From an optimization exercise on the open Yosys and OpenROAD flow, aimed at small area, a short achievable clock period and few clock cycles; shortcuts taken in it are not production practice. In this exercise RTL edits were held to simulation tests only and were not proved equivalent to the original. No activity file was given, so power comes from the tool's default toggle rates.

## flow/design.v (module list and top-level ports; edited modules follow where they fit)
// module rbot_solver: 1451 lines
module rbot_solver (
    input clk,
    input reset,
    input start,
    input [161:0] cube_in,
    output reg moves_valid,
    output reg [199:0] moves,
    output reg done
);
  // ...
==> flow/run.sh <==
#!/bin/bash
# synth_recipe.tcl (not shown) runs the flow's synth.tcl, then flattens the netlist and writes it again
# the make line also repeats each setting of config.mk as NAME=value (left out here)
make -C /OpenROAD-flow-scripts/flow DESIGN_CONFIG=/design/flow/config.mk WORK_HOME=/design/flow/orfs CLKGATE_MAP_FILE= SYNTH_SCRIPT=/design/flow/synth_recipe.tcl finish
==> flow/config.mk <==
export PLATFORM = sky130hd
export DESIGN_NAME = rbot_solver
export DESIGN_NICKNAME = rbot_solver
export VERILOG_FILES = /design/flow/design.v
export SDC_FILE = /design/flow/constraint.sdc
export NUM_CORES = 4
export LEC_CHECK = 0
export CAP_MARGIN = 20
export CELL_PAD_IN_SITES_DETAIL_PLACEMENT = 1
export CORE_MARGIN = 2
export CORE_UTILIZATION = 30
export PLACE_DENSITY = 0.5
export SETUP_SLACK_MARGIN = 1.75
export SLEW_MARGIN = 20
==> flow/constraint.sdc <==
create_clock -name core_clock -period 7.0 [get_ports {clk}]
set_input_delay 1.4000 -clock core_clock [delete_from_list [all_inputs] [get_ports {clk}]]
set_output_delay 1.4000 -clock core_clock [all_outputs]
set_load 0.01 [all_outputs]
==> summary.md, run 1 <==
| Metric | Value |
|---|---|
| Clock Root Buffer | `clkbuf_16` |
| Worst-case hold path end point | `done$_SDFFE_PP0P_` |
| Count of multi-input gates | `5118` |
| Starting Density | `30.3%` |
| Start point of the critical path | `s[86]$_DFF_P_` |
| Relative contribution of combinational cells to total power | `85.0%` |
| Total buffers and inverters traversed by the critical path | `4` |
| Most frequent standard cell in the layout excluding fill and tap cells | `buf_4` |
| Tap cell count | `1755` |
| CP max stage delay | `0.76 ns` |
| Area share of xor/xnor cells in the synthesized design | `0.198%` |
| Drt total wl | `378000 um` |
| Area fraction of clock buffers and clock inverters | `1.05%` |
| Largest net degree at the start of global routing | `73` |
| Core Rows | `133` |
| Max frequency | `0.181 GHz` |
| Main synth FF type | `dfxtp_1` |
| Leakage power | `20.2 nW` |
| Status | `complete, no violations` |
| CP endpoint kind | `flop` |
| Buffers excl. clock | `1206` |
| Finished layout cell area | `52200 um2` |
| Switching share of power | `63.3%` |
| Average instance area after synthesis | `6.49 um2` |
| Core Area | `131000 um2` |
| Worst max-slew margin expressed relative to the limit | `8.97%` |
| Number of flip-flops and latches | `193` |
| Post-synthesis to final-layout area growth | `31.1%` |
| Number of antenna violations at the first check in global routing | `30` |
| Mux cell area share after synthesis | `0.0535%` |
| Seq cells post-synth | `193` |
| Worst flop-to-flop path startpoint | `s[86]$_DFF_P_` |
| Count of distinct cell types in the synthesized netlist | `123` |
Testbench counts, summed over its fixed seeds: cycles 2,054.
==> run 2: changes to the inputs <==
--- a/flow/design.v
+++ b/flow/design.v
@@ -1063,25 +1063,49 @@
     assign nkey[9] = (eff[9] & ~chg) | (tany & eff[8]);
     assign nkey[10] = (eff[10] & ~chg) | (tany & eff[9]);
     assign nkey[11] = (eff[11] & ~chg) | (tany & eff[10]);
     assign nkey[12] = (eff[12] & ~chg) | (tany & eff[11]);
     assign nkey[13] = (eff[13] & ~chg) | (tany & eff[12]);
     assign nkey[14] = (eff[14] & ~chg) | (tany & eff[13]);
     assign nkey[15] = (eff[15] & ~chg) | g[128] | g[129] | g[130] | g[131] | g[132] | g[133] | g[134] | g[135] | (tany & eff[14]);
     assign nkey[16] = (eff[16] & ~chg) | g[140] | g[141] | g[142] | g[143] | g[144] | g[145] | g[146] | g[147] | g[148] | g[149] | g[150] | (tany & eff[15]);
-    wire [7:0] nseq;
-    assign nseq[0] = g[0] | g[1] | g[2] | g[6] | g[8] | g[9] | g[12] | g[13] | g[16] | g[19] | g[20] | g[22] | g[23] | g[24] | g[27] | g[30] | g[32] | g[35] | g[36] | g[39] | g[40] | g[43] | g[44] | g[46] | g[48] | g[49] | g[53] | g[55] | g[56] | g[58] | g[60] | g[61] | g[62] | g[64] | g[66] | g[67] | g[70] | g[73] | g[76] | g[77] | g[78] | g[79] | g[82] | g[85] | g[86] | g[87] | g[90] | g[91] | g[94] | g[95] | g[99] | g[104] | g[105] | g[106] | g[107] | g[109] | g[110] | g[113] | g[118] | g[119] | g[122] | g[124] | g[126] | g[129] | g[130] | g[133] | g[134] | g[138] | g[139] | g[141] | g[143] | g[144] | g[147] | g[148] | g[150];
-    assign nseq[1] = g[0] | g[1] | g[3] | g[6] | g[10] | g[11] | g[13] | g[14] | g[16] | g[20] | g[21] | g[22] | g[24] | g[25] | g[27] | g[31] | g[32] | g[34] | g[35] | g[38] | g[41] | g[42] | g[44] | g[45] | g[46] | g[48] | g[51] | g[53] | g[57] | g[60] | g[62] | g[63] | g[65] | g[66] | g[67] | g[68] | g[69] | g[71] | g[73] | g[77] | g[78] | g[81] | g[82] | g[89] | g[90] | g[92] | g[94] | g[96] | g[98] | g[99] | g[100] | g[104] | g[107] | g[108] | g[114] | g[115] | g[116] | g[117] | g[118] | g[120] | g[121] | g[122] | g[126] | g[128] | g[129] | g[131] | g[134] | g[136] | g[137] | g[138] | g[139] | g[140] | g[141] | g[142] | g[143] | g[144] | g[149];
-    assign nseq[2] = g[0] | g[5] | g[7] | g[8] | g[9] | g[10] | g[11] | g[13] | g[17] | g[18] | g[21] | g[23] | g[24] | g[25] | g[26] | g[27] | g[32] | g[36] | g[37] | g[38] | g[39] | g[41] | g[44] | g[48] | g[50] | g[54] | g[55] | g[59] | g[60] | g[61] | g[64] | g[65] | g[66] | g[68] | g[69] | g[73] | g[75] | g[78] | g[79] | g[80] | g[83] | g[84] | g[85] | g[86] | g[89] | g[90] | g[91] | g[92] | g[95] | g[98] | g[100] | g[101] | g[103] | g[104] | g[105] | g[107] | g[108] | g[110] | g[111] | g[114] | g[115] | g[118] | g[126] | g[131] | g[132] | g[133] | g[134] | g[140] | g[141] | g[145] | g[146] | g[147] | g[148];
-    assign nseq[3] = g[1] | g[4] | g[5] | g[8] | g[10] | g[12] | g[14] | g[15] | g[16] | g[18] | g[19] | g[20] | g[21] | g[23] | g[24] | g[25] | g[27] | g[32] | g[34] | g[47] | g[49] | g[51] | g[52] | g[53] | g[54] | g[55] | g[58] | g[59] | g[60] | g[61] | g[63] | g[64] | g[65] | g[66] | g[68] | g[69] | g[73] | g[75] | g[77] | g[78] | g[79] | g[84] | g[86] | g[87] | g[93] | g[96] | g[97] | g[99] | g[101] | g[105] | g[106] | g[108] | g[111] | g[112] | g[113] | g[114] | g[116] | g[121] | g[122] | g[124] | g[125] | g[126] | g[128] | g[129] | g[130] | g[135] | g[136] | g[137] | g[140] | g[141] | g[142] | g[143] | g[146] | g[147];
-    assign nseq[4] = g[17] | g[21] | g[22] | g[26] | g[28] | g[29] | g[30] | g[31] | g[32] | g[35] | g[36] | g[37] | g[38] | g[39] | g[40] | g[41] | g[42] | g[44] | g[46] | g[47] | g[48] | g[49] | g[50] | g[51] | g[52] | g[53] | g[54] | g[55] | g[56] | g[57] | g[58] | g[60] | g[62] | g[63] | g[68] | g[70] | g[71] | g[72] | g[77] | g[78] | g[84] | g[86] | g[87] | g[95] | g[96] | g[98] | g[99] | g[100] | g[101] | g[104] | g[105] | g[107] | g[108] | g[112] | g[119] | g[120] | g[123] | g[125] | g[127] | g[130] | g[140] | g[141] | g[142] | g[143] | g[144] | g[145] | g[146] | g[147] | g[148];
-    assign nseq[5] = g[0] | g[4] | g[12] | g[14] | g[16] | g[17] | g[18] | g[23] | g[25] | g[27] | g[29] | g[30] | g[31] | g[33] | g[35] | g[37] | g[39] | g[41] | g[43] | g[44] | g[45] | g[47] | g[49] | g[51] | g[53] | g[54] | g[55] | g[56] | g[57] | g[60] | g[61] | g[62] | g[67] | g[68] | g[69] | g[73] | g[78] | g[80] | g[87] | g[91] | g[92] | g[94] | g[95] | g[96] | g[97] | g[99] | g[100] | g[101] | g[102] | g[103] | g[104] | g[105] | g[106] | g[108] | g[109] | g[110] | g[111] | g[112] | g[115] | g[117] | g[118] | g[121] | g[122] | g[123];
-    assign nseq[6] = g[0] | g[4] | g[12] | g[14] | g[16] | g[18] | g[20] | g[21] | g[22] | g[23] | g[25] | g[26] | g[27] | g[29] | g[30] | g[31] | g[32] | g[33] | g[35] | g[36] | g[37] | g[38] | g[39] | g[41] | g[43] | g[44] | g[45] | g[47] | g[48] | g[49] | g[51] | g[52] | g[53] | g[54] | g[55] | g[58] | g[59] | g[63] | g[64] | g[65] | g[66] | g[67] | g[68] | g[72] | g[74] | g[76] | g[77] | g[78] | g[80] | g[81] | g[82] | g[83] | g[84] | g[85] | g[86] | g[89] | g[90] | g[91] | g[92] | g[93] | g[113] | g[116] | g[119] | g[120];
-    assign nseq[7] = g[1] | g[2] | g[3] | g[5] | g[6] | g[7] | g[8] | g[9] | g[10] | g[11] | g[13] | g[15] | g[19] | g[24] | g[28] | g[34] | g[40] | g[42] | g[46] | g[50] | g[88];
+    wire [15:0] nsqh, nsql;
+    assign nsqh[0] = g[75] | g[79] | g[114] | g[124] | g[126] | g[128] | g[129] | g[131] | g[132] | g[133] | g[134] | g[135] | g[136] | g[137] | g[138] | g[139] | g[149] | g[150];
+    assign nsqh[1] = g[70] | g[71] | g[98] | g[107] | g[125] | g[127] | g[130] | g[140] | g[141] | g[142] | g[143] | g[144] | g[145] | g[146] | g[147] | g[148];
+    assign nsqh[2] = g[61] | g[69] | g[73] | g[94] | g[97] | g[102] | g[103] | g[106] | g[109] | g[110] | g[111] | g[115] | g[117] | g[118] | g[121] | g[122];
+    assign nsqh[3] = g[17] | g[56] | g[57] | g[60] | g[62] | g[87] | g[95] | g[96] | g[99] | g[100] | g[101] | g[104] | g[105] | g[108] | g[112] | g[123];
+    assign nsqh[4] = g[20] | g[59] | g[64] | g[65] | g[66] | g[74] | g[76] | g[81] | g[82] | g[83] | g[85] | g[89] | g[90] | g[93] | g[113] | g[116];
+    assign nsqh[5] = g[21] | g[22] | g[26] | g[32] | g[36] | g[38] | g[48] | g[52] | g[58] | g[63] | g[72] | g[77] | g[84] | g[86] | g[119] | g[120];
+    assign nsqh[6] = g[0] | g[4] | g[12] | g[14] | g[16] | g[18] | g[23] | g[25] | g[27] | g[33] | g[43] | g[45] | g[67] | g[80] | g[91] | g[92];
+    assign nsqh[7] = g[29] | g[30] | g[31] | g[35] | g[37] | g[39] | g[41] | g[44] | g[47] | g[49] | g[51] | g[53] | g[54] | g[55] | g[68] | g[78];
+    assign nsqh[8] = g[1] | g[2] | g[3] | g[5] | g[6] | g[7] | g[8] | g[9] | g[10] | g[11] | g[13] | g[15] | g[19] | g[24] | g[34] | g[88];
+    assign nsqh[9] = g[28] | g[40] | g[42] | g[46] | g[50];
+    assign nsqh[10] = 1'b0;
+    assign nsqh[11] = 1'b0;
+    assign nsqh[12] = 1'b0;
+    assign nsqh[13] = 1'b0;
+    assign nsqh[14] = 1'b0;
+    assign nsqh[15] = 1'b0;
+    assign nsql[0] = g[28] | g[29] | g[33] | g[72] | g[74] | g[88] | g[102] | g[123] | g[127];
+    assign nsql[1] = g[2] | g[30] | g[40] | g[43] | g[56] | g[70] | g[76] | g[109] | g[119] | g[150];
+    assign nsql[2] = g[3] | g[31] | g[42] | g[45] | g[57] | g[71] | g[81] | g[117] | g[120] | g[149];
+    assign nsql[3] = g[6] | g[22] | g[35] | g[46] | g[62] | g[67] | g[82] | g[94] | g[138] | g[139] | g[144];
+    assign nsql[4] = g[7] | g[17] | g[26] | g[37] | g[50] | g[80] | g[83] | g[103] | g[132] | g[145];
+    assign nsql[5] = g[9] | g[36] | g[39] | g[85] | g[91] | g[95] | g[110] | g[133] | g[148];
+    assign nsql[6] = g[11] | g[38] | g[41] | g[89] | g[92] | g[98] | g[100] | g[115] | g[131];
+    assign nsql[7] = g[0] | g[13] | g[44] | g[48] | g[90] | g[104] | g[107] | g[118] | g[134];
+    assign nsql[8] = g[4] | g[15] | g[47] | g[52] | g[93] | g[97] | g[112] | g[125] | g[135];
+    assign nsql[9] = g[12] | g[19] | g[49] | g[58] | g[87] | g[106] | g[113] | g[124] | g[130];
+    assign nsql[10] = g[14] | g[34] | g[51] | g[63] | g[96] | g[116] | g[121] | g[128] | g[136] | g[137] | g[142];
+    assign nsql[11] = g[1] | g[16] | g[20] | g[53] | g[77] | g[99] | g[122] | g[129] | g[143];
+    assign nsql[12] = g[5] | g[18] | g[54] | g[59] | g[75] | g[84] | g[101] | g[111] | g[146];
+    assign nsql[13] = g[8] | g[23] | g[55] | g[61] | g[64] | g[79] | g[86] | g[105] | g[147];
+    assign nsql[14] = g[10] | g[21] | g[25] | g[65] | g[68] | g[69] | g[108] | g[114] | g[140];
+    assign nsql[15] = g[24] | g[27] | g[32] | g[60] | g[66] | g[73] | g[78] | g[126] | g[141];
     wire fin = busy & (eff[16] | g[140] | g[141] | g[142] | g[143] | g[144] | g[145] | g[146] | g[147] | g[148] | g[149] | g[150]);
     wire [2:0] nnu = {ksel[4], ksel[2] | ksel[3], ksel[1] | ksel[3]};
     always @(posedge clk) begin
         if (reset) begin
             busy <= 1'b0;
             done <= 1'b0;
             moves_valid <= 1'b0;
         end else if (start & ~busy) begin
@@ -1091,29 +1115,26 @@
         end else begin
             moves_valid <= go;
             if (fin) begin
                 busy <= 1'b0;
                 done <= 1'b1;
             end
         end
     end
-    integer i;
     always @(posedge clk) begin
         if (start & ~busy) begin
             s <= cube_in[143:0];
             key <= 17'd1;
         end else begin    
             s <= ns;
             key <= nkey;
         end
-        for (i = 0; i < 16; i = i + 1) begin
-            sqh[i] <= nseq[7:4] == i;
-            sql[i] <= nseq[3:0] == i;
-        end
+        sqh <= nsqh;
+        sql <= nsql;
         nu <= nnu;
     end
     wire [148:1] sd;
     assign sd[1] = sqh[0] & sql[1];
     assign sd[2] = sqh[0] & sql[2];
     assign sd[3] = sqh[0] & sql[3];
     assign sd[4] = sqh[0] & sql[4];
     assign sd[5] = sqh[0] & sql[5];
--- a/flow/config.mk
+++ b/flow/config.mk
@@ -5,10 +5,10 @@
 export SDC_FILE = /design/flow/constraint.sdc
 export NUM_CORES = 4
 export LEC_CHECK = 0
 export CAP_MARGIN = 20
 export CELL_PAD_IN_SITES_DETAIL_PLACEMENT = 1
 export CORE_MARGIN = 2
 export CORE_UTILIZATION = 30
 export PLACE_DENSITY = 0.5
-export SETUP_SLACK_MARGIN = 1.75
+export SETUP_SLACK_MARGIN = 1.5
 export SLEW_MARGIN = 20
==> run 2 against run 1 <==
Compared with the run above: core utilization barely moved; still clean; critical endpoint is now s[69]$_DFF_P_; synthesized cell count down 3.4%; final cell count shrank 2.3%; non-clock buffer count rose by 75; clock power is 4% higher.
==> summary.md, run 2 <==
| Metric | Value |
|---|---|
| CP endpoint kind | `flop (unchanged)` |
| Number of antenna violations at the first check in global routing | `46 (was 30)` |
| Die outline width | `363 um (was 368 um)` |
| Start point of the critical path | `s[61]$_DFF_P_ (was s[86]$_DFF_P_)` |
| Fill cell count | `15.9k (was 16.5k)` |
| Die boundary height | `363 um (was 368 um)` |
| Cell occurring most often along the worst timing path | `buf_4 (unchanged)` |
| Seq cells post-synth | `193 (unchanged)` |
| Max reg flops | `144 (unchanged)` |
| Post-route worst setup slack | `1.19 ns (was 1.48 ns)` |
| Post-detailed-route via-to-cell ratio | `8.16 (was 7.93)` |
| Finished layout cell area | `50600 um2 (was 52200 um2)` |
| Hold-fix buffers, CTS | `0 (unchanged)` |
| Count of input and output buffers | `328 (unchanged)` |
| Cells traversed along the worst timing path | `nand2b_1 -> or4_4 -> nor4_4 -> buf_6 -> buf_4 -> buf_4 -> o21ai_4 -> buf_8 -> or2_2 -> nand3_1 -> or4_1 -> nor4_1 -> buf_4 -> a221o_1 -> a21oi_1 -> nand4_1 -> o22a_1 (was and4bb_4 -> nand2_1 -> buf_4 -> o31a_2 -> buf_4 -> nor4_2 -> buf_4 -> nor3_1 -> nand3_1 -> nor3_1 -> nand4b_1 -> or4_1 -> or4_1 -> buf_4 -> nor4_4)` |
| Max-capacitance violation count | `0 (unchanged)` |
| Post-Synthesis Cell Area | `38600 um2 (was 39800 um2)` |
| Core Area | `128000 um2 (was 131000 um2)` |
| FFs w/ async S/R, synth | `0% (unchanged)` |
| Post-layout nets | `6670 (was 6763)` |
| DRC violation total after the first TritonRoute iteration | `15.0k (was 13.1k)` |
| Post-route DRC violation count | `0 (unchanged)` |
| Drt total wl | `386000 um (was 378000 um)` |
| Critical path's slowest cell | `nor4_1 (was nor3_1)` |
| Minimum setup slack after placement | `0.826 ns (was 0.292 ns)` |
| GRT Util Overall | `55.4% (was 52.4%)` |
| Worst Reg2Reg Path Length in Cells | `17 (was 15)` |
| Most used standard cells in the synthesized netlist | `nand2_1, clkbuf_1, a22oi_1, nand3_1, nor2_1 (was nand2_1, clkbuf_1, nor2_1, o22ai_1, nand3_1)` |
| H-tree depth | `4 (unchanged)` |
| Clock insertion delay at the later pin of the skew report | `0.60 ns (was 0.59 ns)` |
| Vias in the first global route | `62.6k (was 62.2k)` |
| Registers with the most flip-flops | `s (144), key (17), sql (16) (unchanged)` |
| Minimum period implied by the final worst setup slack | `5.81 ns (was 5.52 ns)` |
| Pwr/cell area | `501 nW/um2 (was 486 nW/um2)` |
| Largest clock skew in the final design | `0.0350 ns (was 0.0262 ns)` |
| Core Rows | `131 (was 133)` |
| Most numerous cell in the Yosys netlist | `nand2_1 (unchanged)` |
| Post-Syn Instances | `5920 (was 6129)` |
| Kind of path behind the tightest hold check | `reg2reg (unchanged)` |
| Area contributors post-synth | `dfxtp_1, a22oi_1, nand2_1, a221oi_1, clkbuf_1 (was dfxtp_1, nand2_1, o22ai_1, clkbuf_1, nor2_1)` |
| Worst max-slew margin expressed relative to the limit | `12.4% (was 8.97%)` |
| Cell taking the most area after synthesis | `dfxtp_1 (unchanged)` |
| Actual transition at the worst max-transition pin | `1.30 ns (was 1.36 ns)` |
| Commonest cells after routing, fill and taps aside | `buf_4, nand2_1, a22oi_1 (was buf_4, nand2_1, nor2_1)` |
| CP startpoint kind | `flop (unchanged)` |
| Post-detailed-route count of antenna-violating nets | `0 (unchanged)` |
| Number of clock buffers inserted by TritonCTS | `17 (unchanged)` |
| Top reg by flops | `s (unchanged)` |
| Post-synth top area share | `10.0% (was 9.72%)` |
| Status | `complete, no violations (unchanged)` |
| Maximum vdd drop | `417 uV (was 652 uV)` |
| Clock Root Buffer | `clkbuf_16 (unchanged)` |
| Total count of max-transition violations in the final report | `0 (unchanged)` |
| Total negative slack for setup checks | `0 ns (unchanged)` |
| CTS clk-pin slew, worst paths | `0.10 ns (about the same)` |
| Sum of overflow across all layers after global routing | `0 (unchanged)` |
| Share of post-route cells with drive strength above 1 | `20.6% (was 21.2%)` |
| Final cycle utilization of the critical path | `83.0% (was 78.9%)` |
| Warnings, synthesis | `1 (unchanged)` |
| Average instance area after synthesis | `6.53 um2 (was 6.49 um2)` |
| PnR Total Power | `25.4 mW (about the same)` |
| Count of distinct cell types in the synthesized netlist | `113 (was 123)` |
| Die Outline Area | `132000 um2 (was 135000 um2)` |
| Crit Path Max Fanout | `15 (was 16)` |
| Post-place instance area | `48800 um2 (was 48900 um2)` |
| CP max stage delay | `0.85 ns (was 0.76 ns)` |
| Ports | `367 (unchanged)` |
| Routability Congestion | `1.13 (was 1.11)` |
| Number of placed instances with taps included | `8107 (was 8220)` |
| Final number of hold-violating endpoints | `0 (unchanged)` |
| Critical path destination | `s[69]$_DFF_P_ (was sql[2]$_DFF_P_)` |
| Data arrival at the endpoint of the critical path | `6.33 ns (was 5.98 ns)` |
| First-pass GRT wire length | `520000 um (was 512000 um)` |
| Critical R2R Capture | `s[69]$_DFF_P_ (was sql[2]$_DFF_P_)` |
| Flop2flop setup slack | `1.19 ns (was 1.48 ns)` |
| Most frequent standard cell in the layout excluding fill and tap cells | `buf_4 (unchanged)` |
| Final number of setup-violating endpoints | `0 (unchanged)` |
| Required time of the worst setup path | `7.52 ns (was 7.46 ns)` |
| Post-synth EDFFs | `0 (unchanged)` |
| Leakage power | `20.1 nW (was 20.2 nW)` |
| Class of the most critical setup path | `reg2reg (unchanged)` |
| CTS Sinks | `193 (unchanged)` |
| Post-synthesis to final-layout area growth | `31.0% (was 31.1%)` |
| First-pass iteration count of the detailed router | `15 (was 14)` |
| Unrepaired setup endpoints after global routing | `yes (unchanged)` |
| Average detailed-routed wire length per instance | `47.1 um (was 45.0 um)` |
| Proportion of synthesized chip area in sequential cells | `10.0% (was 9.72%)` |
| Number of vias in the routed layout | `66.9k (was 66.5k)` |
| Non-filler cells, final | `8195 (was 8388)` |
| Post-DP HPWL | `299000 um (was 289000 um)` |
| Max frequency | `0.172 GHz (was 0.181 GHz)` |
| Starting Density | `30.3% (about the same)` |
| Main synth FF type | `dfxtp_1 (unchanged)` |
| Worst flop-to-flop path startpoint | `s[61]$_DFF_P_ (was s[86]$_DFF_P_)` |
| Largest net degree at the start of global routing | `63 (was 73)` |
| TritonCTS clock tree | `done (unchanged)` |
| Clock Tree Buf Depth | `2 (unchanged)` |
[run 2: cell count changes in the layout (fill, tap and decap cells not counted), moves of 38 or more]
cell      delta
nand3_1     +85
o221ai_1    -68
a22oi_1    +181
buf_4      +114
a222oi_1    +60
nor4_1      -38
nor2_1     -191
nand2_1     +97
o22ai_1    -197
[run 2: metrics by stage]
stage / hold slack (ns) / util [%]
floorplan: 0.445 / -
global placement: 0.448 / 38.2
detailed placement: 0.454 / 38.2
CTS: 0.478 / 39.1
global route: 0.517 / 39.6
finish: 0.483 / 39.7
[run 2: final cells by class]
type / count / area (um2) / area share, %
Antenna cell: 16 / 40.0 / 0.0791
Clock buffer: 17 / 425 / 0.840
Clock inverter: 14 / 143 / 0.282
Inverter: 83 / 312 / 0.615
Multi-Input combinational cell: 4929 / 32600 / 64.4
Sequential cell: 193 / 3910 / 7.72
Tap cell: 1662 / 2080 / 4.11
Timing Repair Buffer: 1281 / 11100 / 21.9
[run 2: per-layer routing]
metal | part of all wire (%) | vias to the layer above | GRT usage, %
li1 | - | 25100 | -
met1 | 36 | 32300 | 67.3
met2 | 38 | 7228 | 76.1
met3 | 16 | 2172 | 26.0
met4 | 9.2 | 52 | 38.6
met5 | 0.18 | - | 2.48
[run 2: report_power, final]
part / internal, mW / switching (mW) / total [mW]
Clock: 0.503 / 0.673 / 1.18
Combinational: 6.99 / 14.6 / 21.6
Sequential: 1.63 / 0.990 / 2.62
[run 2: cell families after synthesis]
| logic type | after synthesis | share of synthesized area (%) |
|---|---|---|
| AND/OR/NAND/NOR | 2738 | 38.1 |
| AO/OA/AOI/OAI | 2156 | 42.9 |
| buffers and inverters | 817 | 8.63 |
| flip-flops | 193 | 10.0 |
| multiplexers | 8 | 0.223 |
| XOR/XNOR | 7 | 0.159 |
| other | 1 | 0.00970 |
[run 2: worst max-delay path: cells and delay by family, from the launching register on]
family	cells	cell delay (ns)
buf+inv	5	1.06
simple gates	8	3.43
compound gates	4	0.88
flops	1	0.34
[run 2: worst min-delay path by stage]
| stage | slack, ns | cells after the start | startpoint | endpoint |
|---|---|---|---|---|
| floorplan | 0.44 | 2 | busy$_SDFFE_PP0P_ | moves_valid$_SDFF_PP0_ |
| global placement | 0.45 | 2 | done$_SDFFE_PP0P_ | done$_SDFFE_PP0P_ |
| detailed placement | 0.45 | 2 | done$_SDFFE_PP0P_ | done$_SDFFE_PP0P_ |
| CTS | 0.48 | 2 | done$_SDFFE_PP0P_ | done$_SDFFE_PP0P_ |
| global route | 0.52 | 2 | done$_SDFFE_PP0P_ | done$_SDFFE_PP0P_ |
| finish | 0.48 | 2 | done$_SDFFE_PP0P_ | done$_SDFFE_PP0P_ |
[run 2: repair_timing]
action	4_1_cts	5_1_grt
pin swaps	8	25
gates cloned	0	0
resized for setup	86	119
setup endpoints to repair	165	131
setup buffers	11	28
Testbench counts of run 2, summed over its fixed seeds: cycles 2,054.

port drivers added, routing unchanged:
Ports are ideal in the flow. The routed layouts listed here were re-timed in OpenROAD.
Step 1 sets driving cells, clkbuf_16 on the clock port and buf_2 on the other inputs (assumed; they add their load-dependent delay and slew).
Step 2 adds t to the input delays and takes it off the output delays; t is the mean of the earliest and latest rising clock arrival at the registers after step 1. Input paths then give back, and output paths get back, about the clock's delay inside the block.
Three values: ideal, step 1, step 2; two values: the first two.
| run | t, ns | setup slack, ns | hold WS [ns] | worst slew at a driven data input, ns | pins driven straight from the clock port |
|---|---|---|---|---|---|
| run 1 | 0.664 | 1.480 / 1.480 / 1.480 | 0.480 / 0.480 / 0.480 | 0.10 | 1 |
| run 2 | 0.661 | 1.191 / 1.191 / 1.191 | 0.483 / 0.483 / 0.483 | 0.22 | 1 |
After both steps every run listed still meets setup and hold.
